Source: an optimization exercise on an open RTL-to-GDS flow (aim: small area, a short achievable clock period and few clock cycles per item). Production flows keep margins and buffers that such runs may drop. At most, simulation tests tie the RTL to the original design; equivalence was not proved. Only the layout flow was run in runs 3 to 5; the RTL was not checked for function there. Power figures rest on the tool's default switching activity, not on a simulated workload.

==> flow/design.v <==
module MD5_core(
    input wire clk,
    input wire reset_n,
    input wire init,
    input wire next,
    input wire block_wr,
    input wire [3:0] block_addr,
    input wire [31:0] block_data,
    output wire [127:0] digest,
    output wire ready
);
localparam A0 = 32'h67452301;
localparam B0 = 32'hefcdab89;
localparam C0 = 32'h98badcfe;
localparam D0 = 32'h10325476;
function [31:0] K(input [5:0] i);
    begin
        case (i)
            6'd0: K = 32'hd76aa478;
            6'd1: K = 32'he8c7b756;
            6'd2: K = 32'h242070db;
            6'd3: K = 32'hc1bdceee;
            6'd4: K = 32'hf57c0faf;
            6'd5: K = 32'h4787c62a;
            6'd6: K = 32'ha8304613;
            6'd7: K = 32'hfd469501;
            6'd8: K = 32'h698098d8;
            6'd9: K = 32'h8b44f7af;
            6'd10: K = 32'hffff5bb1;
            6'd11: K = 32'h895cd7be;
            6'd12: K = 32'h6b901122;
            6'd13: K = 32'hfd987193;
            6'd14: K = 32'ha679438e;
            6'd15: K = 32'h49b40821;
            6'd16: K = 32'hf61e2562;
            6'd17: K = 32'hc040b340;
            6'd18: K = 32'h265e5a51;
            6'd19: K = 32'he9b6c7aa;
            6'd20: K = 32'hd62f105d;
            6'd21: K = 32'h02441453;
            6'd22: K = 32'hd8a1e681;
            6'd23: K = 32'he7d3fbc8;
            6'd24: K = 32'h21e1cde6;
            6'd25: K = 32'hc33707d6;
            6'd26: K = 32'hf4d50d87;
            6'd27: K = 32'h455a14ed;
            6'd28: K = 32'ha9e3e905;
            6'd29: K = 32'hfcefa3f8;
            6'd30: K = 32'h676f02d9;
            6'd31: K = 32'h8d2a4c8a;
            6'd32: K = 32'hfffa3942;
            6'd33: K = 32'h8771f681;
            6'd34: K = 32'h6d9d6122;
            6'd35: K = 32'hfde5380c;
            6'd36: K = 32'ha4beea44;
            6'd37: K = 32'h4bdecfa9;
            6'd38: K = 32'hf6bb4b60;
            6'd39: K = 32'hbebfbc70;
            6'd40: K = 32'h289b7ec6;
            6'd41: K = 32'heaa127fa;
            6'd42: K = 32'hd4ef3085;
            6'd43: K = 32'h04881d05;
            6'd44: K = 32'hd9d4d039;
            6'd45: K = 32'he6db99e5;
            6'd46: K = 32'h1fa27cf8;
            6'd47: K = 32'hc4ac5665;
            6'd48: K = 32'hf4292244;
            6'd49: K = 32'h432aff97;
            6'd50: K = 32'hab9423a7;
            6'd51: K = 32'hfc93a039;
            6'd52: K = 32'h655b59c3;
            6'd53: K = 32'h8f0ccc92;
            6'd54: K = 32'hffeff47d;
            6'd55: K = 32'h85845dd1;
            6'd56: K = 32'h6fa87e4f;
            6'd57: K = 32'hfe2ce6e0;
            6'd58: K = 32'ha3014314;
            6'd59: K = 32'h4e0811a1;
            6'd60: K = 32'hf7537e82;
            6'd61: K = 32'hbd3af235;
            6'd62: K = 32'h2ad7d2bb;
            6'd63: K = 32'heb86d391;
        endcase
    end
endfunction
function [31:0] rot2(input [31:0] x, input [3:0] sr, input [4:0] sq);
    reg [31:0] t;
    begin
        t = ({32{sr[0]}} & x) | ({32{sr[1]}} & {x[30:0], x[31]}) |
            ({32{sr[2]}} & {x[29:0], x[31:30]}) | ({32{sr[3]}} & {x[28:0], x[31:29]});
        rot2 = ({32{sq[0]}} & {t[27:0], t[31:28]}) | ({32{sq[1]}} & {t[23:0], t[31:24]}) |
               ({32{sq[2]}} & {t[19:0], t[31:20]}) | ({32{sq[3]}} & {t[15:0], t[31:16]}) |
               ({32{sq[4]}} & {t[11:0], t[31:12]});
    end
endfunction
function [31:0] bswap(input [31:0] w);
    begin
        bswap = {w[7:0], w[15:8], w[23:16], w[31:24]};
    end
endfunction
reg [31:0] blk [0:15];
reg [31:0] h0_reg, h1_reg, h2_reg, h3_reg;   
reg [31:0] b_reg, c_reg, d_reg;
reg [31:0] pre_reg;
wire        prep, pv, reload, step, do_init, bwe, w_bus;
wire [5:0]  rnd;
wire [15:0] gsel;
wire [3:0]  fsel, rlo;
wire [4:0]  rhi;
md5_ctl ctl(
    .clk(clk),
    .reset_n(reset_n),
    .init(init),
    .next(next),
    .block_wr(block_wr),
    .block_addr(block_addr),
    .ready(ready),
    .prep(prep),
    .pv(pv),
    .reload(reload),
    .step(step),
    .do_init(do_init),
    .bwe(bwe),
    .w_bus(w_bus),
    .rnd(rnd),
    .gsel(gsel),
    .fsel(fsel),
    .rlo(rlo),
    .rhi(rhi)
);
reg [31:0] w_mem;
integer i;
always @(*) begin
    w_mem = 32'h0;
    for (i = 0; i < 16; i = i + 1)
        w_mem = w_mem | ({32{gsel[i]}} & blk[i]);
end
wire [31:0] w_sel   = w_bus ? block_data : w_mem;
wire [31:0] pre_new = (pv ? d_reg : pre_reg) + K(rnd) + w_sel;
wire [31:0] f_val   = ({32{fsel[0]}} & (d_reg ^ (b_reg & (c_reg ^ d_reg)))) |
                      ({32{fsel[1]}} & (c_reg ^ (d_reg & (b_reg ^ c_reg)))) |
                      ({32{fsel[2]}} & (b_reg ^ c_reg ^ d_reg)) |
                      ({32{fsel[3]}} & (c_reg ^ (b_reg | ~d_reg)));
wire [31:0] b_new   = b_reg + rot2(pre_reg + f_val, rlo, rhi);
wire [31:0] h_sum   = h0_reg + b_reg;
assign digest = {bswap(h0_reg), bswap(h1_reg), bswap(h2_reg), bswap(h3_reg)};
always @(posedge clk) begin
    if (bwe)
        blk[block_addr] <= block_data;
    if (reload)
        pre_reg <= h0_reg;
    else if (prep)
        pre_reg <= pre_new;
    else if (pv)
        pre_reg <= d_reg;
    if (reload) begin
        b_reg <= h1_reg;
        c_reg <= h2_reg;
        d_reg <= h3_reg;
    end
    else if (pv) begin
        b_reg <= b_new;
        c_reg <= b_reg;
        d_reg <= c_reg;
    end
    if (do_init) begin
        h0_reg <= A0;
        h1_reg <= B0;
        h2_reg <= C0;
        h3_reg <= D0;
    end
    else if (step) begin
        h0_reg <= h3_reg;
        h1_reg <= h_sum;
        h2_reg <= h1_reg;
        h3_reg <= h2_reg;
    end
end
endmodule
module md5_ctl(
    input wire clk,
    input wire reset_n,
    input wire init,
    input wire next,
    input wire block_wr,
    input wire [3:0] block_addr,
    output wire ready,
    output wire prep,        
    output wire pv,          
    output wire reload,      
    output wire step,        
    output wire do_init,     
    output wire bwe,         
    output wire w_bus,       
    output wire [5:0] rnd,   
    output wire [15:0] gsel,
    output wire [3:0] fsel,
    output wire [3:0] rlo,
    output wire [4:0] rhi
);
function [3:0] GIX(input [5:0] i);
    begin
        case (i)
            6'd0: GIX = 4'd0;
            6'd1: GIX = 4'd1;
            6'd2: GIX = 4'd2;
            6'd3: GIX = 4'd3;
            6'd4: GIX = 4'd4;
            6'd5: GIX = 4'd5;
            6'd6: GIX = 4'd6;
            6'd7: GIX = 4'd7;
            6'd8: GIX = 4'd8;
            6'd9: GIX = 4'd9;
            6'd10: GIX = 4'd10;
            6'd11: GIX = 4'd11;
            6'd12: GIX = 4'd12;
            6'd13: GIX = 4'd13;
            6'd14: GIX = 4'd14;
            6'd15: GIX = 4'd15;
            6'd16: GIX = 4'd1;
            6'd17: GIX = 4'd6;
            6'd18: GIX = 4'd11;
            6'd19: GIX = 4'd0;
            6'd20: GIX = 4'd5;
            6'd21: GIX = 4'd10;
            6'd22: GIX = 4'd15;
            6'd23: GIX = 4'd4;
            6'd24: GIX = 4'd9;
            6'd25: GIX = 4'd14;
            6'd26: GIX = 4'd3;
            6'd27: GIX = 4'd8;
            6'd28: GIX = 4'd13;
            6'd29: GIX = 4'd2;
            6'd30: GIX = 4'd7;
            6'd31: GIX = 4'd12;
            6'd32: GIX = 4'd5;
            6'd33: GIX = 4'd8;
            6'd34: GIX = 4'd11;
            6'd35: GIX = 4'd14;
            6'd36: GIX = 4'd1;
            6'd37: GIX = 4'd4;
            6'd38: GIX = 4'd7;
            6'd39: GIX = 4'd10;
            6'd40: GIX = 4'd13;
            6'd41: GIX = 4'd0;
            6'd42: GIX = 4'd3;
            6'd43: GIX = 4'd6;
            6'd44: GIX = 4'd9;
            6'd45: GIX = 4'd12;
            6'd46: GIX = 4'd15;
            6'd47: GIX = 4'd2;
            6'd48: GIX = 4'd0;
            6'd49: GIX = 4'd7;
            6'd50: GIX = 4'd14;
            6'd51: GIX = 4'd5;
            6'd52: GIX = 4'd12;
            6'd53: GIX = 4'd3;
            6'd54: GIX = 4'd10;
            6'd55: GIX = 4'd1;
            6'd56: GIX = 4'd8;
            6'd57: GIX = 4'd15;
            6'd58: GIX = 4'd6;
            6'd59: GIX = 4'd13;
            6'd60: GIX = 4'd4;
            6'd61: GIX = 4'd11;
            6'd62: GIX = 4'd2;
            6'd63: GIX = 4'd9;
        endcase
    end
endfunction
function [4:0] rot_amt(input [5:0] i);
    begin
        case ({i[5:4], i[1:0]})
            4'd0: rot_amt = 5'd7;
            4'd1: rot_amt = 5'd12;
            4'd2: rot_amt = 5'd17;
            4'd3: rot_amt = 5'd22;
            4'd4: rot_amt = 5'd5;
            4'd5: rot_amt = 5'd9;
            4'd6: rot_amt = 5'd14;
            4'd7: rot_amt = 5'd20;
            4'd8: rot_amt = 5'd4;
            4'd9: rot_amt = 5'd11;
            4'd10: rot_amt = 5'd16;
            4'd11: rot_amt = 5'd23;
            4'd12: rot_amt = 5'd6;
            4'd13: rot_amt = 5'd10;
            4'd14: rot_amt = 5'd15;
            4'd15: rot_amt = 5'd21;
        endcase
    end
endfunction
reg [3:0]  fsel_reg;     
reg [3:0]  rlo_reg;      
reg [4:0]  rhi_reg;      
reg        pstep_reg;    
reg        plast_reg;    
reg [3:0]  gidx_reg;     
reg        pv_reg;       
reg [6:0]  cnt_reg;      
reg        busy_reg;
reg        fin_reg;      
reg        reload_reg;
wire idle    = ~busy_reg;
wire go      = next & idle;
wire cnt_lo  = ~cnt_reg[6] & ~cnt_reg[5] & ~cnt_reg[4];    
wire match   = bwe & cnt_lo & ~reload_reg & (block_addr == cnt_reg[3:0]);
wire inval   = bwe & (cnt_reg[4] | (cnt_lo & (block_addr < cnt_reg[3:0])));
wire clear   = do_init | inval | reload_reg;
wire [6:0] cnt_inc = cnt_reg + 7'd1;
assign ready   = idle;
assign do_init = init & idle;
assign bwe     = block_wr & idle;
assign prep    = match | ((busy_reg | (go & ~cnt_lo)) & ~cnt_reg[6] & ~reload_reg);
assign step    = (pv_reg & pstep_reg) | fin_reg;
assign w_bus   = idle & cnt_lo;
assign pv      = pv_reg;
assign reload  = reload_reg;
assign rnd     = cnt_reg[5:0];
assign gsel    = 16'h0001 << gidx_reg;
assign fsel    = fsel_reg;
assign rlo     = rlo_reg;
assign rhi     = rhi_reg;
always @(posedge clk or negedge reset_n) begin
    if (!reset_n) begin
        busy_reg   <= 1'b0;
        pv_reg     <= 1'b0;
        cnt_reg    <= 7'd0;
        gidx_reg   <= 4'd0;
        fin_reg    <= 1'b0;
        reload_reg <= 1'b0;
    end
    else begin
        fin_reg    <= pv_reg & plast_reg;
        reload_reg <= fin_reg | do_init | inval;
        if (go)
            busy_reg <= 1'b1;
        else if (pv_reg & plast_reg)
            busy_reg <= 1'b0;
        if (clear) begin
            cnt_reg  <= 7'd0;
            gidx_reg <= 4'd0;
            pv_reg   <= 1'b0;
        end
        else begin
            pv_reg <= prep;
            if (prep) begin
                cnt_reg  <= cnt_inc;
                gidx_reg <= GIX(cnt_inc[5:0]);
            end
        end
    end
end
always @(posedge clk) begin
    if (prep) begin
        fsel_reg  <= 4'h1 << cnt_reg[5:4];
        rlo_reg   <= 4'h1 << (rot_amt(cnt_reg[5:0]) & 5'd3);
        rhi_reg   <= 5'h1 << ((rot_amt(cnt_reg[5:0]) >> 2) - 5'd1);
        pstep_reg <= (cnt_reg[5:0] >= 6'd61);
        plast_reg <= (cnt_reg[5:0] == 6'd63);
    end
end
endmodule
module MD5(
    input wire clk,
    input wire reset_n,
    input wire cs,
    input wire we,
    input wire [7:0] address,
    input wire [31:0] write_data,
    output wire [31:0] read_data
);
wire         ready;
wire [127:0] digest;
wire wr       = cs & we;
wire ctrl_wr  = wr & (address == 8'h08);
wire block_wr = wr & (address[7:4] == 4'h2);
MD5_core core(
    .clk(clk),
    .reset_n(reset_n),
    .init(ctrl_wr & write_data[0] & ~write_data[1]),
    .next(ctrl_wr & write_data[1] & ~write_data[0]),
    .block_wr(block_wr),
    .block_addr(address[3:0]),
    .block_data(write_data),
    .digest(digest),
    .ready(ready)
);
MD5_read rd_mux(
    .address(address),
    .ready(ready),
    .digest(digest),
    .read_data(read_data)
);
endmodule
module MD5_read(
    input wire [7:0] address,
    input wire ready,
    input wire [127:0] digest,
    output reg [31:0] read_data
);
localparam CORE_NAME0   = 32'h6d643520;    
localparam CORE_NAME1   = 32'h68617368;    
localparam CORE_VERSION = 32'h302e3120;    
always @(*) begin
    case (address)
        8'h00: read_data = CORE_NAME0;
        8'h01: read_data = CORE_NAME1;
        8'h02: read_data = CORE_VERSION;
        8'h09: read_data = {31'h0, ready};
        8'h40: read_data = digest[127:96];
        8'h41: read_data = digest[95:64];
        8'h42: read_data = digest[63:32];
        8'h43: read_data = digest[31:0];
        default: read_data = 32'h0;
    endcase
end
endmodule
==> flow/flow/run.sh <==
#!/bin/bash
# The standard layout (the standard.sh), with one change to synthesis: Yosys does not map
# adders to the library's full/half-adder cells (ADDER_MAP_FILE is empty), so ABC maps the
# adders' logic together with the rest. Registers are mapped exactly as in the standard synthesis.
# make's full output goes to flow_make.log; ORFS keeps each step's log under orfs/logs/.
set -euo pipefail
bash standard.sh ADDER_MAP_FILE= finish > flow_make.log 2>&1
==> flow/standard.sh <==
#!/bin/bash
# synth_recipe.tcl (not shown) runs the flow's synth.tcl, then flattens the netlist and writes it again
# the make line also repeats each setting of config.mk as NAME=value (left out here)
make -C /OpenROAD-flow-scripts/flow DESIGN_CONFIG=/design/flow/config.mk WORK_HOME=/design/flow/orfs CLKGATE_MAP_FILE= SYNTH_SCRIPT=/design/flow/synth_recipe.tcl "${@:-finish}"
==> flow/config.mk <==
export PLATFORM = sky130hd
export DESIGN_NAME = MD5
export DESIGN_NICKNAME = MD5
export VERILOG_FILES = /design/flow/design.v
export SDC_FILE = /design/flow/constraint.sdc
export NUM_CORES = 8
export LEC_CHECK = 0
export ABC_AREA = 1
export CAP_MARGIN = 20
export CORE_MARGIN = 2
export CORE_UTILIZATION = 50
export CTS_CLUSTER_DIAMETER = 220
export CTS_CLUSTER_SIZE = 18
export SETUP_SLACK_MARGIN = 4.0
export SLEW_MARGIN = 20
export SYNTH_HIERARCHICAL = 1
==> flow/constraint.sdc <==
create_clock -name core_clock -period 9.0 [get_ports {clk}]
set_input_delay 1.8000 -clock core_clock [delete_from_list [all_inputs] [get_ports {clk}]]
set_output_delay 1.8000 -clock core_clock [all_outputs]
set_load 0.01 [all_outputs]
==> results of run 1 <==
-- Yosys stat by module (local to each module, per instance) --
| module | flops+latches | times used |
|---|---|---|
| MD5_core | 768 | 1 |
| md5_ctl | 30 | 1 |
| MD5_read | 0 | 1 |
| MD5 | 0 | 1 |
-- layer usage --
| layer | track usage [%] | part of all wire, % | vias to the layer above |
|---|---|---|---|
| met5 | 0 | 0.035 | - |
| met4 | 27.7 | 8.3 | 10 |
| met3 | 5.25 | 8.2 | 584 |
| met2 | 61.8 | 46 | 2337 |
| met1 | 46.4 | 37 | 22100 |
| li1 | - | - | 21900 |
-- power by group --
part | leakage, nW | internal, mW | switching [mW]
sequential | 7.08 | 3.99 | 0.0351
clock | 0.695 | 1.07 | 1.28
combinational | 15.7 | 0.398 | 0.994
total | 23.5 | 5.46 | 2.31
-- stage by stage --
stage               instances  hold WS, ps  setup slack, ps  utilization (%)
finish                   7896          493             4070             57.1
global route             7895          522             3920             57.1
CTS                      7792          504             3970             55.2
detailed placement       7630          486             2570             52.7
global placement         7630          482             2610             52.7
floorplan                6464          427             3580                -
-- critical path: stages --
cell and delay, ps:
clkbuf_4 170, inv_4 90, nand2_8 80, buf_12 150
nor2_4 160, buf_4 190, nand3_1 70, nand2_1 90
inv_1 40, nand2_1 60, clkdlybuf4s15_1 230
-- timing repair --
item,CTS,global route
setup endpoints to repair,89,77
setup buffers,58,100
gates cloned,12,3
pin swaps,28,46
hold buffers,0,0
gates resized for setup,223,278
-- kinds of logic (layout without fill, tap and decap cells) --
group                      Yosys count  after routing  synth area share (%)
other                                0              1                     0
DFF                                798            798                  46.2
buffers and inverters              885           1044                  7.31
and+or+nand+nor                   3690           3697                  32.6
adders and majority gates            2              2                0.0415
AOI/OAI and AO/OA                 1001           1001                  12.2
xor gates and xnor gates            87             87                  1.58
muxes                                1              1                0.0207
-- worst paths after layout --
check | endpoint | cells past startpoint
setup / recovery | read_data[24] | 11
hold / removal | core.ctl.fin_reg | 2
setup reg to reg | core.b_reg[26] | 32
hold reg to reg | core.ctl.fin_reg | 2
max in group asynchronous | core.ctl.gidx_reg[3] | 1
min in group asynchronous | core.ctl.busy_reg | 1
-- layout make-up --
cell class | count | area [um2] | area share [%]
inverters | 645 | 2460 | 4.52
clock inverters | 4 | 85.1 | 0.156
clock buffers | 88 | 1390 | 2.56
well taps | 1265 | 1580 | 2.91
multi-input cells | 4788 | 23700 | 43.7
diodes | 1 | 2.50 | 0.00460
repair buffers | 307 | 2820 | 5.18
flip-flops and latches | 798 | 22300 | 41.0
-- placed cells by master (no fill, tap or decap), types with 60 or more instances in the layout --
cell type / count
o21ai_0: 381
a21oi_1: 238
edfxtp_1: 623
buf_4: 192
nand2_1: 1960
nand2_2: 150
xor2_1: 64
nand4_1: 101
nor2_4: 76
inv_2: 60
nor2_2: 87
nand3_1: 614
dfxtp_1: 160
nor2_1: 566
inv_1: 573
==> results.cfg, run 1 <==
[outcome]
status = no timing/DRC/antenna violations

[clock_network]
clock_path_buffers = 3
clk_latency_ps = 690
htree_levels = 2
root_buffer = clkbuf_16
numCtsBuffers = 50
cts_tree = done
cts.sinks = 798
path_clk_slew_ps = 80

[placement]
gp_congestion = 1.03
io_buffer_count = 75
dp_hpwl_mm = 135
placed_area_um2 = 50200

[drt]
drtIter0Drc = 5382
ant_nets = 0
vias_per_cell = 5.95
post-route-drc-count = 0
vias = 46900
drt-pass1-iter-count = 8
routed_wl_mm = 193
wl_per_cell_um = 24.4

[layout]
final_nets = 6634
drive_gt1_share_pct = 12.9
design_area_um2 = 54400
area_delta_synth_final_pct = 12.7
nFillCells = 9043
top_register = core.blk
largest_reg_flops = 512

[synthesis]
yosysUniqueCellTypes = 66
ys_seq_area_share_pct = 46.2
postSynthCellCount = 6464
synth.top_cell.area_share_pct = 38.8
yosysTopAreaCell = edfxtp_1
yosys.cell_count.top_type = nand2_1
ys.flop_type = edfxtp_1
synthTopCellsByCount = 2018 x nand2_1, 643 x nor2_1, 633 x nand3_1
synth_area_leaders = edfxtp_1 39%, nand2_1 16%, dfxtp_1 6.6%
synth_seq_cells = 798
yosys_warnings = 9
avgSynthCellArea_um2 = 7.47
netlist_area_um2 = 48300
synth_fp_nets = 6508
synth_async_sr_flop_share_pct = 1.88
synth_edf_count = 623

[floorplan]
boundaryPins = 76
rows = 113
die_h_um = 315
die_w_um = 315
core_um2 = 95300
die-area_um2 = 99000
start_util_pct = 50.6

[critical_path]
r2r_start = core.ctl.fsel_reg[3]
crit_start = address[3]
crit_fanout = 7
required_ps = 7200
crit_path_end_kind = output pin
worstPathArrival_ps = 3130
reg2reg_slack_ps = 4200
path_class = input pin to output pin
startpoint_type = input pin

[run]
max-cap-violations = 0

[sta]
final.setup.tns_ps = 0
post-route-period-util_pct = 54.8
clock_skew_ps = 54.7
max-slew-margin-rel_pct = 22.8
period_minus_slack_ps = 4930
hold_viol = 0
final_max_slew_viol_count = 0
worstMarginPinSlew_ps = 1150
setup_violations = 0
grt_setup_unrepaired = true
fmax_mhz = 203

[grt]
antenna_found_initial = 7
grt_pass1_vias = 42700
grtUsageTotal_pct = 38.0
grt-ovfl-total = 0
grt_max_degree = 132
grt_pass1_wl_mm = 278

[min_path]
hp-start = core.ctl.plast_reg
hold_path.class = flip-flop to flip-flop

[power]
fin_total_pwr_mw = 7.76
p_leak_nw = 23.5
peakVddDrop_uv = 191
powerDensity_nw_per_um2 = 143
Testbench counts, summed over its fixed seeds: cycles 13,695, blocks 192.
==> run 2, diff against run 1 <==
--- a/flow/config.mk
+++ b/flow/config.mk
@@ -8,7 +8,7 @@
 export ABC_AREA = 1
 export CAP_MARGIN = 20
 export CORE_MARGIN = 2
-export CORE_UTILIZATION = 50
+export CORE_UTILIZATION = 45
 export CTS_CLUSTER_DIAMETER = 220
 export CTS_CLUSTER_SIZE = 18
 export SETUP_SLACK_MARGIN = 4.0
==> results.cfg, run 2 <==
[drt]
wl_per_cell_um = 23.7
drt-pass1-iter-count = 7
vias = 46000
drtIter0Drc = 5383
ant_nets = 0
routed_wl_mm = 190
post-route-drc-count = 0
vias_per_cell = 5.76

[layout]
largest_reg_flops = 512
area_delta_synth_final_pct = 12.2
layout_common_cells = 1987 x nand2_1, 623 x edfxtp_1, 618 x nand3_1
final_nets = 6597
top_register = core.blk
drive_gt1_share_pct = 11.7
nFillCells = 10400
design_area_um2 = 54100
finalNonFillerCells = 7996
layout_commonest_cell = nand2_1

[synthesis]
netlist_area_um2 = 48300
synth_async_sr_flop_share_pct = 1.88
synth_edf_count = 623
synth_fp_nets = 6508
yosys.cell_count.top_type = nand2_1
ys.flop_type = edfxtp_1
synth_seq_cells = 798
postSynthCellCount = 6464
synthTopCellsByCount = 2018 x nand2_1, 643 x nor2_1, 633 x nand3_1
synth.top_cell.area_share_pct = 38.8
ys_seq_area_share_pct = 46.2
yosysUniqueCellTypes = 66
yosysTopAreaCell = edfxtp_1
yosys_warnings = 9
synth_area_leaders = edfxtp_1 39%, nand2_1 16%, dfxtp_1 6.6%
avgSynthCellArea_um2 = 7.47

[critical_path]
startpoint_type = input pin
path_class = input pin to output pin
cp_slowest_cell = dlygate4sd2_1
ff2ff_path_depth = 34
crit_fanout = 19
required_ps = 7200
crit_path_end_kind = output pin
worst-path-buf-inv = 6
worstPathArrival_ps = 3170
path_delay_family = buffers and inverters
crit_chain = dlygate4sd2_1 > inv_2 > nand2_2 > nor2_4 > buf_12 > buf_12 > buf_16 > nand3_1 > nand2_1 > nor2_1 > nand2_1 > clkdlybuf4s15_2
slowest_delay_ps = 250
crit_cells = 12

[grt]
grtUsageTotal_pct = 33.2
antenna_found_initial = 5
grt_pass1_wl_mm = 273
grt-ovfl-total = 0
grt_max_degree = 107
grt_pass1_vias = 41400

[floorplan]
rows = 120
die_h_um = 332
boundaryPins = 76
die_w_um = 332
die-area_um2 = 110000
start_util_pct = 45.2
core_um2 = 107000

[sta]
final.setup.tns_ps = 0
period_minus_slack_ps = 4970
worstMarginPinSlew_ps = 1140
fmax_mhz = 201
max-slew-margin-rel_pct = 23.3
clock_skew_ps = 42.0
setup_violations = 0
grt_setup_unrepaired = true
post-route-period-util_pct = 55.2
final_max_slew_viol_count = 0
holdWs_ps = 514
hold_viol = 0

[min_path]
hold_depth = 2
hold_path.class = flip-flop to flip-flop

[power]
p_leak_nw = 23.3
peakVddDrop_uv = 202
powerDensity_nw_per_um2 = 143

[placement]
gp_congestion = 1.01
placed_area_um2 = 50400
io_buffer_count = 75
dpl.cell_count = 7767
dp_hpwl_mm = 132

[clock_network]
cts.sinks = 798
path_clk_slew_ps = 90
clk_latency_ps = 690
cts_tree = done
htree_levels = 2
clock_path_buffers = 3
numCtsBuffers = 50
root_buffer = clkbuf_16

[run]
max-cap-violations = 0

[outcome]
status = no timing/DRC/antenna violations
## run 2: cell counts after synthesis
Identical to the previous run, type by type.
## run 2: worst paths after layout
check	slack, ps	to	start
worst max register to register	4170	core.b_reg[25]	core.b_reg[18]
worst max-delay path	4030	read_data[9]	address[7]
max in group asynchronous	6840	core.ctl.gidx_reg[3]	reset_n
worst min register to register	510	core.ctl.fin_reg	core.ctl.plast_reg
worst min-delay path	510	core.ctl.fin_reg	core.ctl.plast_reg
min in group asynchronous	1570	core.ctl.gidx_reg[0]	reset_n
## run 2: repair_timing
item,CTS,global route
resized for setup,150,292
setup buffers,32,93
endpoints found under the hold margin,0,0
setup endpoints to repair,84,83
hold buffers,0,0
cloned,7,5
pin swaps,16,42
## run 2: routing by layer
metal	vias to the layer above	part of all wire, %	GRT usage (%)
met4	8	7.0	19.0
met1	21600	39	42.3
li1	21800	-	-
met3	476	8.1	4.26
met5	-	0.030	0
met2	2209	46	54.5
## run 2: worst min-delay path, delay by kind of cell (launching register included)
kind / cells / cell delay, ps
and+or+nand+nor: 1 / 80
DFF: 1 / 340
buffers and inverters: 1 / 70
## run 2: cell families (layout without fill, tap and decap cells)
group / count (synthesis) / count (layout) / share of synthesized area (%)
adders and majority gates: 2 / 2 / 0.0415
muxes: 1 / 1 / 0.0207
AOI/OAI and AO/OA: 1001 / 1001 / 12.2
buffers and inverters: 885 / 1009 / 7.31
and+or+nand+nor: 3690 / 3694 / 32.6
other: 0 / 1 / 0
xor gates and xnor gates: 87 / 87 / 1.58
DFF: 798 / 798 / 46.2
## run 2: Yosys stat by module (local to each module, per instance)
| module | cells | copies in the design | cell area (um2) | flip-flops and latches |
|---|---|---|---|---|
| MD5_read | 314 | 1 | 1490 | 0 |
| MD5_core | 5901 | 1 | 45000 | 768 |
| md5_ctl | 234 | 1 | 1730 | 30 |
| MD5 | 15 | 1 | 71.3 | 0 |
## run 2: per-stage QoR
step / setup WS [ps] / power (mW) / utilization [%]
2_1_floorplan: 3580 / 4.92 / -
3_3_place_gp: 2610 / 5.32 / 47.2
3_5_place_dp: 2640 / 5.32 / 47.2
5_1_grt: 3950 / 8.01 / 50.7
6_report: 4030 / 7.73 / 50.7
4_1_cts: 3960 / 7.67 / 49.1
## run 2: area by class of cell
| cell class | instances | area [um2] | share of cell area (%) |
|---|---|---|---|
| Multi-Input combinational cell | 4785 | 23500 | 43.5 |
| Sequential cell | 798 | 22300 | 41.2 |
| Timing Repair Buffer | 272 | 2590 | 4.79 |
| Inverter | 645 | 2460 | 4.54 |
| Tap cell | 1403 | 1760 | 3.24 |
| Clock buffer | 87 | 1390 | 2.57 |
| Clock inverter | 4 | 96.3 | 0.178 |
| Timing Repair inverter | 1 | 5.00 | 0.00925 |
| Antenna cell | 1 | 2.50 | 0.00462 |
## run 2: power by group
part | leakage (nW) | switching (mW) | internal [mW]
Combinational | 15.5 | 0.939 | 0.386
Clock | 0.699 | 1.32 | 1.07
Sequential | 7.08 | 0.0299 | 3.99
==> run 3, diff against run 2 <==
--- a/flow/design.v
+++ b/flow/design.v
@@ -295,7 +295,8 @@
 reg [4:0]  rhi_reg;      
 reg        pstep_reg;    
 reg        plast_reg;    
-reg [3:0]  gidx_reg;     
+reg [3:0]  ghi_reg;      
+reg [3:0]  glo_reg;      
 reg        pv_reg;       
 reg [6:0]  cnt_reg;      
 reg        busy_reg;
@@ -308,6 +309,7 @@
 wire inval   = bwe & (cnt_reg[4] | (cnt_lo & (block_addr < cnt_reg[3:0])));
 wire clear   = do_init | inval | reload_reg;
 wire [6:0] cnt_inc = cnt_reg + 7'd1;
+wire [3:0] gix_inc = GIX(cnt_inc[5:0]);
 assign ready   = idle;
 assign do_init = init & idle;
 assign bwe     = block_wr & idle;
@@ -317,7 +319,12 @@
 assign pv      = pv_reg;
 assign reload  = reload_reg;
 assign rnd     = cnt_reg[5:0];
-assign gsel    = 16'h0001 << gidx_reg;
+genvar gi;
+generate
+    for (gi = 0; gi < 16; gi = gi + 1) begin: g_sel
+        assign gsel[gi] = ghi_reg[gi / 4] & glo_reg[gi % 4];
+    end
+endgenerate
 assign fsel    = fsel_reg;
 assign rlo     = rlo_reg;
 assign rhi     = rhi_reg;
@@ -326,7 +333,8 @@
         busy_reg   <= 1'b0;
         pv_reg     <= 1'b0;
         cnt_reg    <= 7'd0;
-        gidx_reg   <= 4'd0;
+        ghi_reg    <= 4'h1;
+        glo_reg    <= 4'h1;
         fin_reg    <= 1'b0;
         reload_reg <= 1'b0;
     end
@@ -339,14 +347,16 @@
             busy_reg <= 1'b0;
         if (clear) begin
             cnt_reg  <= 7'd0;
-            gidx_reg <= 4'd0;
+            ghi_reg  <= 4'h1;
+            glo_reg  <= 4'h1;
             pv_reg   <= 1'b0;
         end
         else begin
             pv_reg <= prep;
             if (prep) begin
                 cnt_reg  <= cnt_inc;
-                gidx_reg <= GIX(cnt_inc[5:0]);
+                ghi_reg  <= 4'h1 << gix_inc[3:2];
+                glo_reg  <= 4'h1 << gix_inc[1:0];
             end
         end
     end
==> results.cfg, run 3 <==
[synthesis]
synthAdderAreaFrac_pct = 0.0412
netlist_area_um2 = 48600
synth_area_leaders = edfxtp_1 39%, nand2_1 16%, nand3_1 6.6%
synthTopCellsByCount = 2036 x nand2_1, 641 x nand3_1, 625 x nor2_1
synth_edf_count = 623
yosys_warnings = 9
muxShareOfSynthArea_pct = 0.0206
synth.top_cell.area_share_pct = 38.5
synth_seq_cells = 802
avgSynthCellArea_um2 = 7.47
synth_top_family_by_area = simple AND/OR/NAND/NOR gates
yosysTopAreaCell = edfxtp_1
synthSimpleGateAreaFrac_pct = 32.8
synth_fp_nets = 6544
yosysUniqueCellTypes = 68
ys_seq_area_share_pct = 46.1
synth_xor_xnor_area_share_pct = 1.59
ys.flop_type = edfxtp_1
synth_compound_area_share_pct = 12.1
synth_async_sr_flop_share_pct = 2.37
postSynthCellCount = 6500
yosys.cell_count.top_type = nand2_1

[placement]
io_buffer_count = 75
gp_congestion = 1.00
placed_area_um2 = 50600
pre_cts_slack_ps = 2570
dp_hpwl_mm = 139

[layout]
layout_commonest_cell = nand2_1
top_register = core.blk
largest_reg_flops = 512
design_area_um2 = 54800
drive_gt1_share_pct = 13.0
layout_common_cells = 1965 x nand2_1, 623 x edfxtp_1, 618 x nand3_1
area_delta_synth_final_pct = 12.8
final_nets = 6640

[grt]
grt_busiest_layer = met2
grt_pass1_wl_mm = 284
grt_max_degree = 91
grt_pass1_vias = 42600
grt-ovfl-total = 0
grt_use_met1_pct = 43.5
use_met3_pct = 4.40
use_met2_pct = 57.2
grtUsageTotal_pct = 34.5
antenna_found_initial = 3

[sta]
setup_ws_ps = 4070
post-route-period-util_pct = 54.7
setup_violations = 0
clock_skew_ps = 60.0
max-slew-margin-rel_pct = 19.1
fmax_mhz = 203
grt_setup_unrepaired = true
hold_viol = 0
worstMarginPinSlew_ps = 1200
period_minus_slack_ps = 4930
final_max_slew_viol_count = 0
final.setup.tns_ps = 0

[min_path]
hold_path.class = flip-flop to flip-flop
min_to = core.ctl.fin_reg
hp-start = core.ctl.plast_reg
hold_depth = 2

[clock_network]
root_buffer = clkbuf_16
htree_levels = 2
path_clk_slew_ps = 80
clk_latency_ps = 710
clock_path_buffers = 3
hold_buffers = 0
numCtsBuffers = 50
cts_tree = done
cts.sinks = 802

[critical_path]
path_class = input pin to output pin
path_delay_family = buffers and inverters
cp_slowest_cell = dlygate4sd2_1
required_ps = 7200
r2r_start = core.ctl.fsel_reg[2]
crit_path_end_kind = output pin
crit_chain = dlygate4sd2_1 > inv_2 > nand2_4 > nor2_4 > buf_12 > buf_6 > nand2_8 > nor2_1 > nor2_1 > nand2_1 > clkdlybuf4s15_1
crit_top_cell = nor2_1
ff2ff_path_depth = 30
slowest_delay_ps = 250
worstPathArrival_ps = 3130
startpoint_type = input pin
worst-path-buf-inv = 5
timing.rr.end = core.b_reg[28]
crit_fanout = 9
reg2reg_slack_ps = 4170

[drt]
wl_per_cell_um = 24.6
vias = 46800
drtIter0Drc = 5290
drt-pass1-iter-count = 6
post-route-drc-count = 0
ant_nets = 0
routed_wl_mm = 198
vias_per_cell = 5.82

[power]
peakVddDrop_uv = 170
fin_total_pwr_mw = 8.26
p_leak_nw = 23.7
powerDensity_nw_per_um2 = 151

[outcome]
status = no timing/DRC/antenna violations

[floorplan]
die_h_um = 333
core_um2 = 107000
die_w_um = 333
start_util_pct = 45.4
rows = 120
boundaryPins = 76
die-area_um2 = 111000

[run]
max-cap-violations = 0
run 3: cell count changes after synthesis, sizes merged, moves of 2 or more:
cell | before | now
nand2 | 2127 | 2155
nor2 | 722 | 707
inv | 640 | 652
nand3 | 642 | 652
o21ai | 450 | 446
dfrtp | 15 | 17
dfstp | 0 | 2
xnor2 | 19 | 21
run 3: where the power goes:
| part | switching, mW | internal [mW] | leakage [nW] |
|---|---|---|---|
| clock | 1.32 | 1.07 | 0.699 |
| combinational | 1.27 | 0.535 | 15.8 |
| sequential | 0.0369 | 4.02 | 7.16 |
run 3: layout make-up:
type                            instances  area [um2]
Tap cell                             1403        1760
Timing Repair Buffer                  278        2640
Sequential cell                       802       22400
Fill cell                           10500       52300
Inverter                              656        2500
Clock inverter                          4        88.8
Clock buffer                           89        1400
Multi-Input combinational cell       4808       24000
Antenna cell                            3        7.51
run 3: worst max-delay path by stage:
stage / to / from / depth (start not counted)
after global placement: read_data[0] / address[4] / 10
final: read_data[26] / address[7] / 11
after CTS: read_data[13] / address[4] / 12
after detailed placement: read_data[0] / address[4] / 10
after global routing: core.b_reg[26] / core.b_reg[11] / 35
after floorplan: core.blk[0][0] / address[7] / 7
run 3: what timing repair did:
| item | in CTS | in global routing |
|---|---|---|
| cloned | 8 | 3 |
| endpoints found under the setup margin | 83 | 80 |
| buffers inserted | 40 | 94 |
| resized for setup | 195 | 360 |
| pin swaps | 17 | 66 |
run 3: per-stage QoR:
stage	cells	hold WS, ps	util [%]
after floorplan	6500	427	-
after global placement	7802	446	47.2
after detailed placement	7802	451	47.2
after CTS	7943	471	49.4
after global routing	8042	480	51.2
final	8043	470	51.2
run 3: worst reg2reg max path, delay by kind of cell, from the launching register on:
kind,cells,cell delay (ps)
simple gates,28,3800
buf+inv,2,460
flops,1,340
run 3: cells by family after synthesis:
kind of cell / Yosys count
AOI/OAI and AO/OA: 996
xor gates and xnor gates: 88
adders and majority gates: 2
muxes: 1
and+or+nand+nor: 3715
buffers and inverters: 896
DFF: 802
run 3: per-layer routing:
metal	vias up	wire, um
met3	453	14400
met5	-	11
met1	22400	77800
met2	2025	92400
li1	21900	-
met4	2	13400
run 3: Yosys stat by module (local to each module, per instance):
module,cells,area (um2)
MD5_core,5901,45000
md5_ctl,270,2050
MD5_read,314,1490
MD5,15,71.3
==> run 4, diff against run 3 <==
--- a/flow/design.v
+++ b/flow/design.v
@@ -101,11 +101,12 @@
 reg [31:0] blk [0:15];
 reg [31:0] h0_reg, h1_reg, h2_reg, h3_reg;   
 reg [31:0] b_reg, c_reg, d_reg;
+reg [31:0] x1_reg, x0_reg;   
 reg [31:0] pre_reg;
 wire        prep, pv, reload, step, do_init, bwe, w_bus;
 wire [5:0]  rnd;
 wire [15:0] gsel;
-wire [3:0]  fsel, rlo;
+wire [3:0]  rlo;
 wire [4:0]  rhi;
 md5_ctl ctl(
     .clk(clk),
@@ -124,7 +125,6 @@
     .w_bus(w_bus),
     .rnd(rnd),
     .gsel(gsel),
-    .fsel(fsel),
     .rlo(rlo),
     .rhi(rhi)
 );
@@ -137,14 +137,24 @@
 end
 wire [31:0] w_sel   = w_bus ? block_data : w_mem;
 wire [31:0] pre_new = (pv ? d_reg : pre_reg) + K(rnd) + w_sel;
-wire [31:0] f_val   = ({32{fsel[0]}} & (d_reg ^ (b_reg & (c_reg ^ d_reg)))) |
-                      ({32{fsel[1]}} & (c_reg ^ (d_reg & (b_reg ^ c_reg)))) |
-                      ({32{fsel[2]}} & (b_reg ^ c_reg ^ d_reg)) |
-                      ({32{fsel[3]}} & (c_reg ^ (b_reg | ~d_reg)));
+wire [31:0] f_val   = (b_reg & x1_reg) | (~b_reg & x0_reg);
+wire [31:0] c_nx = reload ? h2_reg : (pv ? b_reg : c_reg);
+wire [31:0] d_nx = reload ? h3_reg : (pv ? c_reg : d_reg);
+reg  [31:0] x1_new, x0_new;
+always @(*) begin
+    case (rnd[5:4])
+        2'd0: begin x1_new = c_nx;           x0_new = d_nx;          end
+        2'd1: begin x1_new = c_nx | d_nx;    x0_new = c_nx & ~d_nx;  end
+        2'd2: begin x1_new = ~(c_nx ^ d_nx); x0_new = c_nx ^ d_nx;   end
+        2'd3: begin x1_new = ~c_nx;          x0_new = ~(c_nx ^ d_nx); end
+    endcase
+end
 wire [31:0] b_new   = b_reg + rot2(pre_reg + f_val, rlo, rhi);
 wire [31:0] h_sum   = h0_reg + b_reg;
 assign digest = {bswap(h0_reg), bswap(h1_reg), bswap(h2_reg), bswap(h3_reg)};
 always @(posedge clk) begin
+    x1_reg <= x1_new;
+    x0_reg <= x0_new;
     if (bwe)
         blk[block_addr] <= block_data;
     if (reload)
@@ -194,7 +204,6 @@
     output wire w_bus,       
     output wire [5:0] rnd,   
     output wire [15:0] gsel,
-    output wire [3:0] fsel,
     output wire [3:0] rlo,
     output wire [4:0] rhi
 );
@@ -290,13 +299,11 @@
         endcase
     end
 endfunction
-reg [3:0]  fsel_reg;     
 reg [3:0]  rlo_reg;      
 reg [4:0]  rhi_reg;      
 reg        pstep_reg;    
 reg        plast_reg;    
-reg [3:0]  ghi_reg;      
-reg [3:0]  glo_reg;      
+reg [3:0]  gidx_reg;     
 reg        pv_reg;       
 reg [6:0]  cnt_reg;      
 reg        busy_reg;
@@ -309,7 +316,6 @@
 wire inval   = bwe & (cnt_reg[4] | (cnt_lo & (block_addr < cnt_reg[3:0])));
 wire clear   = do_init | inval | reload_reg;
 wire [6:0] cnt_inc = cnt_reg + 7'd1;
-wire [3:0] gix_inc = GIX(cnt_inc[5:0]);
 assign ready   = idle;
 assign do_init = init & idle;
 assign bwe     = block_wr & idle;
@@ -319,13 +325,7 @@
 assign pv      = pv_reg;
 assign reload  = reload_reg;
 assign rnd     = cnt_reg[5:0];
-genvar gi;
-generate
-    for (gi = 0; gi < 16; gi = gi + 1) begin: g_sel
-        assign gsel[gi] = ghi_reg[gi / 4] & glo_reg[gi % 4];
-    end
-endgenerate
-assign fsel    = fsel_reg;
+assign gsel    = 16'h0001 << gidx_reg;
 assign rlo     = rlo_reg;
 assign rhi     = rhi_reg;
 always @(posedge clk or negedge reset_n) begin
@@ -333,8 +333,7 @@
         busy_reg   <= 1'b0;
         pv_reg     <= 1'b0;
         cnt_reg    <= 7'd0;
-        ghi_reg    <= 4'h1;
-        glo_reg    <= 4'h1;
+        gidx_reg   <= 4'd0;
         fin_reg    <= 1'b0;
         reload_reg <= 1'b0;
     end
@@ -347,23 +346,20 @@
             busy_reg <= 1'b0;
         if (clear) begin
             cnt_reg  <= 7'd0;
-            ghi_reg  <= 4'h1;
-            glo_reg  <= 4'h1;
+            gidx_reg <= 4'd0;
             pv_reg   <= 1'b0;
         end
         else begin
             pv_reg <= prep;
             if (prep) begin
                 cnt_reg  <= cnt_inc;
-                ghi_reg  <= 4'h1 << gix_inc[3:2];
-                glo_reg  <= 4'h1 << gix_inc[1:0];
+                gidx_reg <= GIX(cnt_inc[5:0]);
             end
         end
     end
 end
 always @(posedge clk) begin
     if (prep) begin
-        fsel_reg  <= 4'h1 << cnt_reg[5:4];
         rlo_reg   <= 4'h1 << (rot_amt(cnt_reg[5:0]) & 5'd3);
         rhi_reg   <= 5'h1 << ((rot_amt(cnt_reg[5:0]) >> 2) - 5'd1);
         pstep_reg <= (cnt_reg[5:0] >= 6'd61);
==> results.cfg, run 4 <==
[outcome]
status = no timing/DRC/antenna violations

[synthesis]
postSynthCellCount = 6635
ys.flop_type = edfxtp_1
synth.top_cell.area_share_pct = 33.8
yosysTopAreaCell = edfxtp_1
yosys.cell_count.top_type = nand2_1
synthTopCellsByCount = 1977 x nand2_1, 737 x inv_1, 594 x nor2_1
synth_fp_nets = 6679
yosysUniqueCellTypes = 70
synth_async_sr_flop_share_pct = 1.75
synth_edf_count = 555
synth_area_leaders = edfxtp_1 34%, nand2_1 15%, dfxtp_1 12%
ys_seq_area_share_pct = 46.3
netlist_area_um2 = 49300
yosys_warnings = 9
avgSynthCellArea_um2 = 7.42
synth_seq_cells = 858

[sta]
period_minus_slack_ps = 5000
max-slew-margin-rel_pct = 10.7
holdWs_ps = 516
clock_skew_ps = 62.2
post-route-period-util_pct = 55.6
worstMarginPinSlew_ps = 1330
final_max_slew_viol_count = 0
setup_violations = 0
hold_viol = 0
grt_setup_unrepaired = true
final.setup.tns_ps = 0
fmax_mhz = 200

[drt]
wl_per_cell_um = 24.8
drtIter0Drc = 6040
vias = 48100
vias_per_cell = 5.88
drt-pass1-iter-count = 6
ant_nets = 0
post-route-drc-count = 0
routed_wl_mm = 202

[power]
peakVddDrop_uv = 184
p_comb_share_pct = 49.5
powerDensity_nw_per_um2 = 281
fin_total_pwr_mw = 15.4
p_int_mw = 8.06
swShare_pct = 47.8
p_clk_share_pct = 16.1
seqPwrFrac_pct = 34.3
power_switching_mw = 7.37
p_leak_nw = 24.4

[floorplan]
start_util_pct = 45.3
boundaryPins = 76
die-area_um2 = 112000
core_um2 = 109000
die_h_um = 335
rows = 121
die_w_um = 335

[layout]
layout_common_cells = 1958 x nand2_1, 729 x inv_1, 557 x nand3_1
largest_reg_flops = 512
top_register = core.blk
layout_commonest_cell = nand2_1
drive_gt1_share_pct = 8.91
insertedDiodeCount = 0
final_nets = 6769
design_area_um2 = 54800
finalNonFillerCells = 8181
area_delta_synth_final_pct = 11.3

[clock_network]
numCtsBuffers = 53
path_clk_slew_ps = 90
hold_buffers = 0
htree_levels = 2
clock_path_buffers = 3
root_buffer = clkbuf_16
cts.sinks = 858
clk_latency_ps = 710
cts_tree = done

[run]
max-cap-violations = 0

[critical_path]
worst-path-buf-inv = 5
worstPathArrival_ps = 3200
startpoint_type = input pin
required_ps = 7200
crit_chain = buf_2 > inv_2 > nand2_8 > nor2_4 > buf_12 > buf_6 > nand3_1 > nand2_1 > nor2_1 > nand2_1 > buf_2
cp_slowest_cell = buf_2
path_class = input pin to output pin
crit_fanout = 7
path_delay_family = buffers and inverters
crit_path_end_kind = output pin
slowest_delay_ps = 250

[grt]
grt_pass1_vias = 43700
grtUsageTotal_pct = 35.0
grt_max_degree = 107
antenna_found_initial = 5
grt-ovfl-total = 0
grt_pass1_wl_mm = 290

[placement]
io_buffer_count = 75
dpl.cell_count = 7925
dp_hpwl_mm = 140
gp_congestion = 1.08
placed_area_um2 = 51400

[min_path]
hold_path.class = flip-flop to flip-flop
run 4: cell count changes after synthesis, sizes merged, moves of 75 or more:
cell,delta
inv,+113
nand3,-81
nand2,-149
dfxtp,+128
nor2,-75
a21oi,+104
run 4: worst min-delay path, cell delays in order (launching register included):
cell and delay [ps]:
dfxtp_1 360, a21oi_1 70, o21ai_0 60
run 4: cell type report:
| cell class | count | area [um2] |
|---|---|---|
| clock buffers | 93 | 1480 |
| clock inverters | 4 | 46.3 |
| fillers | 10600 | 53900 |
| inverters | 770 | 2910 |
| multi-input cells | 4751 | 23100 |
| flip-flops and latches | 858 | 22800 |
| well taps | 1414 | 1770 |
| repair buffers | 290 | 2700 |
| repair inverters | 1 | 5.00 |
run 4: path summary, 6_finish.rpt:
check                                            to  depth (start not counted)            start  slack, ps
worst min register to register      core.h3_reg[10]                          2  core.h2_reg[10]        520
min in group asynchronous       core.ctl.cnt_reg[6]                          1          reset_n       1570
worst max-delay path                   read_data[0]                         11       address[2]       4000
worst max register to register       core.b_reg[26]                         29    core.b_reg[4]       4150
worst min-delay path                core.h3_reg[10]                          2  core.h2_reg[10]        520
max in group asynchronous       core.ctl.cnt_reg[5]                          1          reset_n       6840
run 4: per-module statistics from Yosys, one instance, submodules excluded:
module,cells inside,flops+latches
MD5_core,6082,832
MD5_read,314,0
md5_ctl,224,26
MD5,15,0
run 4: stage by stage:
step / worst slack, ps / utilization [%]
6_report: 4000 / 50.5
5_1_grt: 3910 / 50.5
4_1_cts: 3970 / 49.7
3_5_place_dp: 2430 / 47.2
3_3_place_gp: 2480 / 47.2
2_1_floorplan: 3670 / -
run 4: cell families (layout without fill, tap and decap cells):
| logic type | Yosys count | count (layout) | share of synthesized area [%] |
|---|---|---|---|
| xor gates and xnor gates | 115 | 115 | 2.06 |
| DFF | 858 | 858 | 46.3 |
| muxes | 1 | 1 | 0.0229 |
| AOI/OAI and AO/OA | 1174 | 1174 | 13.9 |
| adders and majority gates | 1 | 1 | 0.0203 |
| and+or+nand+nor | 3452 | 3460 | 29.5 |
| buffers and inverters | 1034 | 1158 | 8.23 |
run 4: power by group through the flow:
stage               registers, mW  logic [mW]  clock network, mW
floorplan                    5.07        4.99                  0
global placement             5.36        7.08                  0
detailed placement           5.35        7.14                  0
CTS                          5.26        7.21               2.52
global route                 5.32        8.34               2.65
finish                       5.30        7.64               2.49
run 4: per-layer routing:
layer  up-vias  routed length, um  track usage, %  part of all wire (%)
met1     22600              76500            43.8                    38
met3       625              19500            6.30                   9.6
met2      2569              90400            55.8                    45
li1      22300                  -               -                     -
met4         6              16100            22.9                   7.9
met5         -                 37               0                 0.018
run 4: repair_timing:
item                                    CTS  global route
buffers inserted                         87            54
pin swaps                                30            28
endpoints found under the setup margin   80            81
gates resized for setup                 208           125
gates cloned                             12             4
==> run 5, diff against run 4 <==
==> flow/flow/run.sh (replaced) <==
#!/bin/bash
# The standard layout (the standard.sh) with two changes:
# - synthesis: Yosys does not map adders to the library's full/half-adder cells
#   (ADDER_MAP_FILE is empty), so ABC maps the adders' logic together with the
#   rest. Registers are mapped exactly as in the standard synthesis.
# - placement: every input and output port is still given a buffer, but the
#   buffer is sky130_fd_sc_hd__buf_4 instead of the delay cell that
#   buffer_ports picks by default.
# make's full output goes to flow_make.log; ORFS keeps each step's log under orfs/logs/.
set -euo pipefail
bash standard.sh ADDER_MAP_FILE= "BUFFER_PORTS_ARGS=-buffer_cell sky130_fd_sc_hd__buf_4" finish > flow_make.log 2>&1
--- a/flow/config.mk
+++ b/flow/config.mk
@@ -11,6 +11,6 @@
 export CORE_UTILIZATION = 45
 export CTS_CLUSTER_DIAMETER = 220
 export CTS_CLUSTER_SIZE = 18
-export SETUP_SLACK_MARGIN = 4.0
+export SETUP_SLACK_MARGIN = 4.1
 export SLEW_MARGIN = 20
 export SYNTH_HIERARCHICAL = 1
==> results.cfg, run 5 <==
[critical_path]
worstPathArrival_ps = 3090
path_delay_family = buffers and inverters
crit_path_end_kind = output pin
crit_chain = buf_4 > inv_2 > nand2_2 > nor2_4 > buf_12 > buf_12 > clkbuf_16 > nand3_1 > nand2_1 > inv_1 > nand2_1 > buf_4
startpoint_type = input pin
ff2ff_path_depth = 19
timing.rr.end = core.b_reg[20]
worst-path-buf-inv = 7
path_class = input pin to output pin
slowest_delay_ps = 190
reg2reg_slack_ps = 4250
cp_slowest_cell = buf_12
required_ps = 7200
crit_start = address[4]
r2r_start = core.b_reg[31]
crit_fanout = 13

[sta]
hold_viol = 0
max-slew-margin-rel_pct = 26.4
period_minus_slack_ps = 4890
worstMarginPinSlew_ps = 1090
post-route-period-util_pct = 54.3
holdWs_ps = 500
final.setup.tns_ps = 0
clock_skew_ps = 47.2
setup_violations = 0
fmax_mhz = 204
final_max_slew_viol_count = 0
grt_setup_unrepaired = true

[layout]
nFillCells = 10700
largest_reg_flops = 512
layout_commonest_cell = nand2_1
final_nets = 6762
layout_common_cells = 1904 x nand2_1, 724 x inv_1, 555 x edfxtp_1
top_register = core.blk
drive_gt1_share_pct = 11.2
area_delta_synth_final_pct = 12.2

[grt]
grt-ovfl-total = 0
grt_max_degree = 103
grt_busiest_layer = met2
grt_use_met1_pct = 47.4
use_met3_pct = 5.81
antenna_found_initial = 10
grt_pass1_vias = 43800
grt_pass1_wl_mm = 306
grtUsageTotal_pct = 37.7
use_met2_pct = 60.7

[floorplan]
start_util_pct = 45.3
die_w_um = 335
core_um2 = 109000
die-area_um2 = 112000
die_h_um = 335
rows = 121
boundaryPins = 76

[clock_network]
hold_buffers = 0
numCtsBuffers = 53
clk_latency_ps = 690
cts_tree = done
cts.sinks = 858
root_buffer = clkbuf_16
htree_levels = 2
path_clk_slew_ps = 80
clock_path_buffers = 3

[synthesis]
synthTopCellsByCount = 1977 x nand2_1, 737 x inv_1, 594 x nor2_1
netlist_area_um2 = 49300
synth_area_leaders = edfxtp_1 34%, nand2_1 15%, dfxtp_1 12%
postSynthCellCount = 6635
ys.flop_type = edfxtp_1
avgSynthCellArea_um2 = 7.42
synth_seq_cells = 858
ys_seq_area_share_pct = 46.3
synth_edf_count = 555
yosysUniqueCellTypes = 70
synth.top_cell.area_share_pct = 33.8
yosys_warnings = 9
yosysTopAreaCell = edfxtp_1
synth_fp_nets = 6679
synth_async_sr_flop_share_pct = 1.75
yosys.cell_count.top_type = nand2_1

[min_path]
hold_depth = 2
hold_path.class = flip-flop to flip-flop
hp-start = core.ctl.plast_reg
min_to = core.ctl.fin_reg

[drt]
vias_per_cell = 5.84
post-route-drc-count = 0
wl_per_cell_um = 26.6
routed_wl_mm = 217
ant_nets = 0
vias = 47700
drtIter0Drc = 5570
drt-pass1-iter-count = 6

[outcome]
status = no timing/DRC/antenna violations

[power]
powerDensity_nw_per_um2 = 287
p_leak_nw = 24.4
peakVddDrop_uv = 169

[placement]
gp_congestion = 1.03
dp_hpwl_mm = 158
io_buffer_count = 75

[run]
max-cap-violations = 0
[run 5: changes by cell type in the layout (fill, tap and decap cells not counted), sizes merged, moves of 2 or more]
cell and delta:
inv -4, buf +37, clkdlybuf4s15 -2, nor2 -4, clkbuf -11, diode +4
clkdlybuf4s50 -33, dlymetal6s2s -2, clkinvlp +2
[run 5: cells by family (layout without fill, tap and decap cells)]
logic type / count (synthesis) / count (layout) / share of synthesized area (%)
flops: 858 / 858 / 46.3
compound gates: 1174 / 1174 / 13.9
other cells: 0 / 4 / 0
xor+xnor: 115 / 115 / 2.06
buf+inv: 1034 / 1145 / 8.23
simple gates: 3452 / 3456 / 29.5
fa+ha+maj: 1 / 1 / 0.0203
mux: 1 / 1 / 0.0229
[run 5: worst max path at each step]
stage,end,slack [ps],cells after the start
floorplan,core.blk[0][0],3670,7
global placement,core.pre_reg[21],3220,27
detailed placement,core.pre_reg[30],3180,27
CTS,read_data[28],4040,10
global route,core.b_reg[29],4040,31
finish,read_data[17],4110,12
[run 5: tightest hold or removal path: cells and delay by family, from the launching register on]
| kind | cells | cell delay (ps) |
|---|---|---|
| flip-flops | 1 | 350 |
| buffers and inverters | 1 | 50 |
| AND/OR/NAND/NOR | 1 | 70 |
[run 5: through the flow]
stage	area, um2	util (%)	setup WS [ps]	std cells	power, mW
after floorplan	49300	-	3670	6635	10.1
after global placement	51300	47.2	3220	7939	12.8
after detailed placement	51300	47.2	3180	7939	12.8
after CTS	53800	49.5	4040	8105	15.3
after global routing	55200	50.8	4040	8164	16.8
final	55300	50.8	4110	8168	15.9
[run 5: final cells by class]
class	count	area, um2	area share [%]
Sequential cell	858	22800	41.3
Clock buffer	83	1440	2.60
Inverter	770	2930	5.30
Timing Repair Buffer	288	2600	4.71
Antenna cell	4	10.0	0.0181
Clock inverter	4	62.6	0.113
Tap cell	1414	1770	3.20
Multi-Input combinational cell	4747	23600	42.7
[run 5: what timing repair did]
action	4_1_cts	5_1_grt
resized for setup	91	238
endpoints found under the hold margin	0	0
pin swaps	13	31
setup buffers	74	51
gates cloned	5	7
setup endpoints to repair	92	89
[run 5: routing by layer]
metal	vias to the layer above	part of all wire [%]
li1	22200	-
met1	22700	39
met2	2253	45
met3	543	7.8
met4	8	7.7
met5	-	0.064
[run 5: per-module statistics from Yosys (local to each module, per instance)]
module,area (um2),flip-flops and latches,cells inside,copies in the design
md5_ctl,1650,26,224,1
MD5_read,1490,0,314,1
MD5_core,46100,832,6082,1
MD5,71.3,0,15,1
[run 5: report_power, final]
group	total, mW	switching (mW)	leakage, nW	internal (mW)
sequential	5.23	0.468	7.61	4.76
clock	2.48	1.37	0.712	1.11
combinational	8.16	5.89	16.1	2.27
total	15.9	7.73	24.4	8.13
==> run 6, diff against run 5 <==
--- a/flow/design.v
+++ b/flow/design.v
@@ -101,12 +101,11 @@
 reg [31:0] blk [0:15];
 reg [31:0] h0_reg, h1_reg, h2_reg, h3_reg;   
 reg [31:0] b_reg, c_reg, d_reg;
-reg [31:0] x1_reg, x0_reg;   
 reg [31:0] pre_reg;
 wire        prep, pv, reload, step, do_init, bwe, w_bus;
 wire [5:0]  rnd;
 wire [15:0] gsel;
-wire [3:0]  rlo;
+wire [3:0]  fsel, rlo;
 wire [4:0]  rhi;
 md5_ctl ctl(
     .clk(clk),
@@ -125,6 +124,7 @@
     .w_bus(w_bus),
     .rnd(rnd),
     .gsel(gsel),
+    .fsel(fsel),
     .rlo(rlo),
     .rhi(rhi)
 );
@@ -137,24 +137,14 @@
 end
 wire [31:0] w_sel   = w_bus ? block_data : w_mem;
 wire [31:0] pre_new = (pv ? d_reg : pre_reg) + K(rnd) + w_sel;
-wire [31:0] f_val   = (b_reg & x1_reg) | (~b_reg & x0_reg);
-wire [31:0] c_nx = reload ? h2_reg : (pv ? b_reg : c_reg);
-wire [31:0] d_nx = reload ? h3_reg : (pv ? c_reg : d_reg);
-reg  [31:0] x1_new, x0_new;
-always @(*) begin
-    case (rnd[5:4])
-        2'd0: begin x1_new = c_nx;           x0_new = d_nx;          end
-        2'd1: begin x1_new = c_nx | d_nx;    x0_new = c_nx & ~d_nx;  end
-        2'd2: begin x1_new = ~(c_nx ^ d_nx); x0_new = c_nx ^ d_nx;   end
-        2'd3: begin x1_new = ~c_nx;          x0_new = ~(c_nx ^ d_nx); end
-    endcase
-end
+wire [31:0] f_val   = ({32{fsel[0]}} & (d_reg ^ (b_reg & (c_reg ^ d_reg)))) |
+                      ({32{fsel[1]}} & (c_reg ^ (d_reg & (b_reg ^ c_reg)))) |
+                      ({32{fsel[2]}} & (b_reg ^ c_reg ^ d_reg)) |
+                      ({32{fsel[3]}} & (c_reg ^ (b_reg | ~d_reg)));
 wire [31:0] b_new   = b_reg + rot2(pre_reg + f_val, rlo, rhi);
 wire [31:0] h_sum   = h0_reg + b_reg;
 assign digest = {bswap(h0_reg), bswap(h1_reg), bswap(h2_reg), bswap(h3_reg)};
 always @(posedge clk) begin
-    x1_reg <= x1_new;
-    x0_reg <= x0_new;
     if (bwe)
         blk[block_addr] <= block_data;
     if (reload)
@@ -204,6 +194,7 @@
     output wire w_bus,       
     output wire [5:0] rnd,   
     output wire [15:0] gsel,
+    output wire [3:0] fsel,
     output wire [3:0] rlo,
     output wire [4:0] rhi
 );
@@ -299,6 +290,7 @@
         endcase
     end
 endfunction
+reg [3:0]  fsel_reg;     
 reg [3:0]  rlo_reg;      
 reg [4:0]  rhi_reg;      
 reg        pstep_reg;    
@@ -326,6 +318,7 @@
 assign reload  = reload_reg;
 assign rnd     = cnt_reg[5:0];
 assign gsel    = 16'h0001 << gidx_reg;
+assign fsel    = fsel_reg;
 assign rlo     = rlo_reg;
 assign rhi     = rhi_reg;
 always @(posedge clk or negedge reset_n) begin
@@ -360,6 +353,7 @@
 end
 always @(posedge clk) begin
     if (prep) begin
+        fsel_reg  <= 4'h1 << cnt_reg[5:4];
         rlo_reg   <= 4'h1 << (rot_amt(cnt_reg[5:0]) & 5'd3);
         rhi_reg   <= 5'h1 << ((rot_amt(cnt_reg[5:0]) >> 2) - 5'd1);
         pstep_reg <= (cnt_reg[5:0] >= 6'd61);
--- a/flow/config.mk
+++ b/flow/config.mk
@@ -11,6 +11,6 @@
 export CORE_UTILIZATION = 45
 export CTS_CLUSTER_DIAMETER = 220
 export CTS_CLUSTER_SIZE = 18
-export SETUP_SLACK_MARGIN = 4.1
+export SETUP_SLACK_MARGIN = 4.2
 export SLEW_MARGIN = 20
 export SYNTH_HIERARCHICAL = 1
==> results.cfg, run 6 <==
[power]
p_leak_nw = 23.6
peakVddDrop_uv = 184
powerDensity_nw_per_um2 = 141

[layout]
design_area_um2 = 55600
top_register = core.blk
largest_reg_flops = 512
drive_gt1_share_pct = 15.7
area_delta_synth_final_pct = 15.1
final_nets = 6649
layout_commonest_cell = nand2_1
nFillCells = 10200
layout_common_cells = 1905 x nand2_1, 623 x edfxtp_1, 581 x nand3_1

[synthesis]
yosysUniqueCellTypes = 66
ys_seq_area_share_pct = 46.2
synth_seq_cells = 798
yosys.cell_count.top_type = nand2_1
synthTopCellsByCount = 2018 x nand2_1, 643 x nor2_1, 633 x nand3_1
synth.top_cell.area_share_pct = 38.8
synth_fp_nets = 6508
yosys_warnings = 9
netlist_area_um2 = 48300
yosysTopAreaCell = edfxtp_1
ys.flop_type = edfxtp_1
synth_edf_count = 623
synth_async_sr_flop_share_pct = 1.88
postSynthCellCount = 6464
avgSynthCellArea_um2 = 7.47
synth_area_leaders = edfxtp_1 39%, nand2_1 16%, dfxtp_1 6.6%

[drt]
routed_wl_mm = 196
vias_per_cell = 5.83
post-route-drc-count = 0
vias = 47000
ant_nets = 0
drt-pass1-iter-count = 8
wl_per_cell_um = 24.4
drtIter0Drc = 5225

[clock_network]
path_clk_slew_ps = 90
htree_levels = 2
clock_path_buffers = 3
hold_buffers = 0
numCtsBuffers = 50
clk_latency_ps = 700
cts.sinks = 798
cts_tree = done
root_buffer = clkbuf_16

[min_path]
min_to = core.ctl.fin_reg
hp-start = core.ctl.plast_reg
hold_depth = 2
hold_path.class = flip-flop to flip-flop

[sta]
post-route-period-util_pct = 54.6
final_max_slew_viol_count = 0
setup_violations = 0
grt_setup_unrepaired = true
max-slew-margin-rel_pct = 21.3
clock_skew_ps = 56.2
holdWs_ps = 469
fmax_mhz = 204
setup_ws_ps = 4090
final.setup.tns_ps = 0
worstMarginPinSlew_ps = 1170
hold_viol = 0
period_minus_slack_ps = 4910

[critical_path]
crit_chain = buf_6 > inv_4 > nand2_4 > nor2_4 > buf_12 > clkbuf_16 > buf_6 > nand3_1 > nand4_1 > buf_4
path_class = input pin to output pin
slowest_delay_ps = 200
crit_fanout = 9
crit_path_end_kind = output pin
worstPathArrival_ps = 3110
reg2reg_slack_ps = 4330
required_ps = 7200
crit_top_cell = buf_6
startpoint_type = input pin
ff2ff_path_depth = 33
cp_slowest_cell = buf_6
timing.rr.end = core.b_reg[24]
r2r_start = core.b_reg[11]

[floorplan]
rows = 120
die_w_um = 332
die_h_um = 332
die-area_um2 = 110000
boundaryPins = 76
start_util_pct = 45.2
core_um2 = 107000

[grt]
grt_pass1_vias = 42700
grt-ovfl-total = 0
antenna_found_initial = 4
grtUsageTotal_pct = 33.8
grt_max_degree = 118
grt_pass1_wl_mm = 279

[run]
max-cap-violations = 0

[placement]
io_buffer_count = 75
gp_congestion = 1.01
dp_hpwl_mm = 136
placed_area_um2 = 50200
pre_cts_slack_ps = 3210

[outcome]
status = no timing/DRC/antenna violations
## run 6: changes by cell type in the layout (fill, tap and decap cells not counted), moves of 43 or more
| cell | change |
|---|---|
| nand3_2 | +43 |
| inv_1 | -158 |
| a21oi_1 | -115 |
| nand2_2 | +99 |
| dfxtp_1 | -128 |
| edfxtp_1 | +68 |
## run 6: per-layer routing
| layer | GRT usage (%) | wire length (um) |
|---|---|---|
| met1 | 41.6 | 75700 |
| met2 | 56.4 | 90900 |
| met4 | 20.1 | 13800 |
| met3 | 5.17 | 16000 |
| met5 | 0 | 11 |
## run 6: final cells by class
| class | count | area (um2) | share of cell area, % |
|---|---|---|---|
| Clock buffer | 89 | 1400 | 2.51 |
| Clock inverter | 4 | 96.3 | 0.173 |
| Timing Repair Buffer | 326 | 3220 | 5.80 |
| Antenna cell | 3 | 7.51 | 0.0135 |
| Tap cell | 1403 | 1760 | 3.16 |
| Inverter | 645 | 2480 | 4.46 |
| Sequential cell | 798 | 22300 | 40.1 |
| Multi-Input combinational cell | 4784 | 24300 | 43.8 |
## run 6: timing repair
| action | CTS | global route |
|---|---|---|
| pin swaps | 20 | 116 |
| gates cloned | 7 | 10 |
| setup buffers | 59 | 111 |
| resized for setup | 110 | 465 |
| setup endpoints to repair | 91 | 86 |
## run 6: cells by family (layout without fill, tap and decap cells)
logic type	count (synthesis)	count (layout)	synth area share, %
AO/OA/AOI/OAI	1001	1001	12.2
multiplexers	1	1	0.0207
flip-flops	798	798	46.2
adder cells (fa/ha/maj)	2	2	0.0415
other	0	3	0
XOR/XNOR	87	87	1.58
AND/OR/NAND/NOR	3690	3693	32.6
buffers and inverters	885	1064	7.31
## run 6: worst max path at each step
stage                     slack (ps)               end  cells past startpoint                  from
after floorplan                 3580    core.blk[0][0]                      7            address[7]
after detailed placement        3210  core.pre_reg[29]                     21  core.ctl.gidx_reg[3]
final                           4090     read_data[25]                     10            address[4]
after CTS                       4170      read_data[9]                     11            address[4]
after global routing            4100     read_data[14]                     11            address[4]
after global placement          3310  core.pre_reg[26]                     25  core.ctl.gidx_reg[3]
## run 6: report_power, final
group,internal (mW),switching [mW],total (mW),leakage (nW)
combinational,0.417,1.01,1.43,15.9
sequential,3.99,0.0484,4.04,7.08
clock,1.07,1.32,2.39,0.702
## run 6: through the flow
stage | utilization, % | std cells | power, mW
6_report | 52.1 | 8052 | 7.85
5_1_grt | 52.1 | 8049 | 8.12
4_1_cts | 49.4 | 7927 | 7.74
3_5_place_dp | 47.0 | 7768 | 5.36
3_3_place_gp | 47.0 | 7768 | 5.36
2_1_floorplan | - | 6464 | 4.92
## run 6: worst max-delay path, delay by kind of cell
kind	cells	cell delay, ps
buffers and inverters	6	800
AND/OR/NAND/NOR	4	480
## run 6: per-module statistics from Yosys, one instance, submodules excluded
module	area [um2]	cells	flip-flops and latches
MD5	71.3	15	0
MD5_read	1490	314	0
MD5_core	45000	5901	768
md5_ctl	1730	234	30
Testbench counts of run 6, summed over its fixed seeds: cycles 13,695, blocks 192.

## port drivers added, routing unchanged
The results above use ideal ports. As a check the final layouts listed here were re-extracted and re-timed, cells and wires unchanged. Step 1 (the two cells are an assumption about what drives the block):
set clk [get_ports {clk}]
set_driving_cell -lib_cell sky130_fd_sc_hd__clkbuf_16 $clk
set_driving_cell -lib_cell sky130_fd_sc_hd__buf_2 [delete_from_list [all_inputs] $clk]
Step 2 times the ports against the registers' clock, not the clock port: input delays grow and output delays shrink by t, the midpoint of the rising clock arrivals with the driver on. Three values: ideal ports, drivers, drivers and shift; two values: the first two.
run | t (ns) | slack for setup (ns) | worst setup path after step 2 | latest minus earliest clock arrival (ns) | slew at the worst register clock pin (ns)
run 1 | 0.738 | 4.070 / 3.966 / 3.515 | input to register | 0.055 / 0.055 | 0.10 / 0.10
run 2 | 0.747 | 4.031 / 4.014 / 3.504 | input to register | 0.043 / 0.044 | 0.12 / 0.12
run 3 | 0.756 | 4.074 / 4.053 / 3.575 | input to register | 0.062 / 0.061 | 0.11 / 0.11
run 4 | 0.754 | 4.000 / 3.966 / 3.465 | input to register | 0.066 / 0.067 | 0.11 / 0.11
run 5 | 0.744 | 4.110 / 4.055 / 3.622 | input to register | 0.051 / 0.051 | 0.11 / 0.11
run 6 | 0.748 | 4.086 / 4.046 / 3.825 | input to register | 0.056 / 0.057 | 0.11 / 0.11
After both steps setup and hold are still met in every run listed. The setup slack of run 1, which loses most, moves by -0.104 ns with the drivers and by -0.555 ns with both steps.
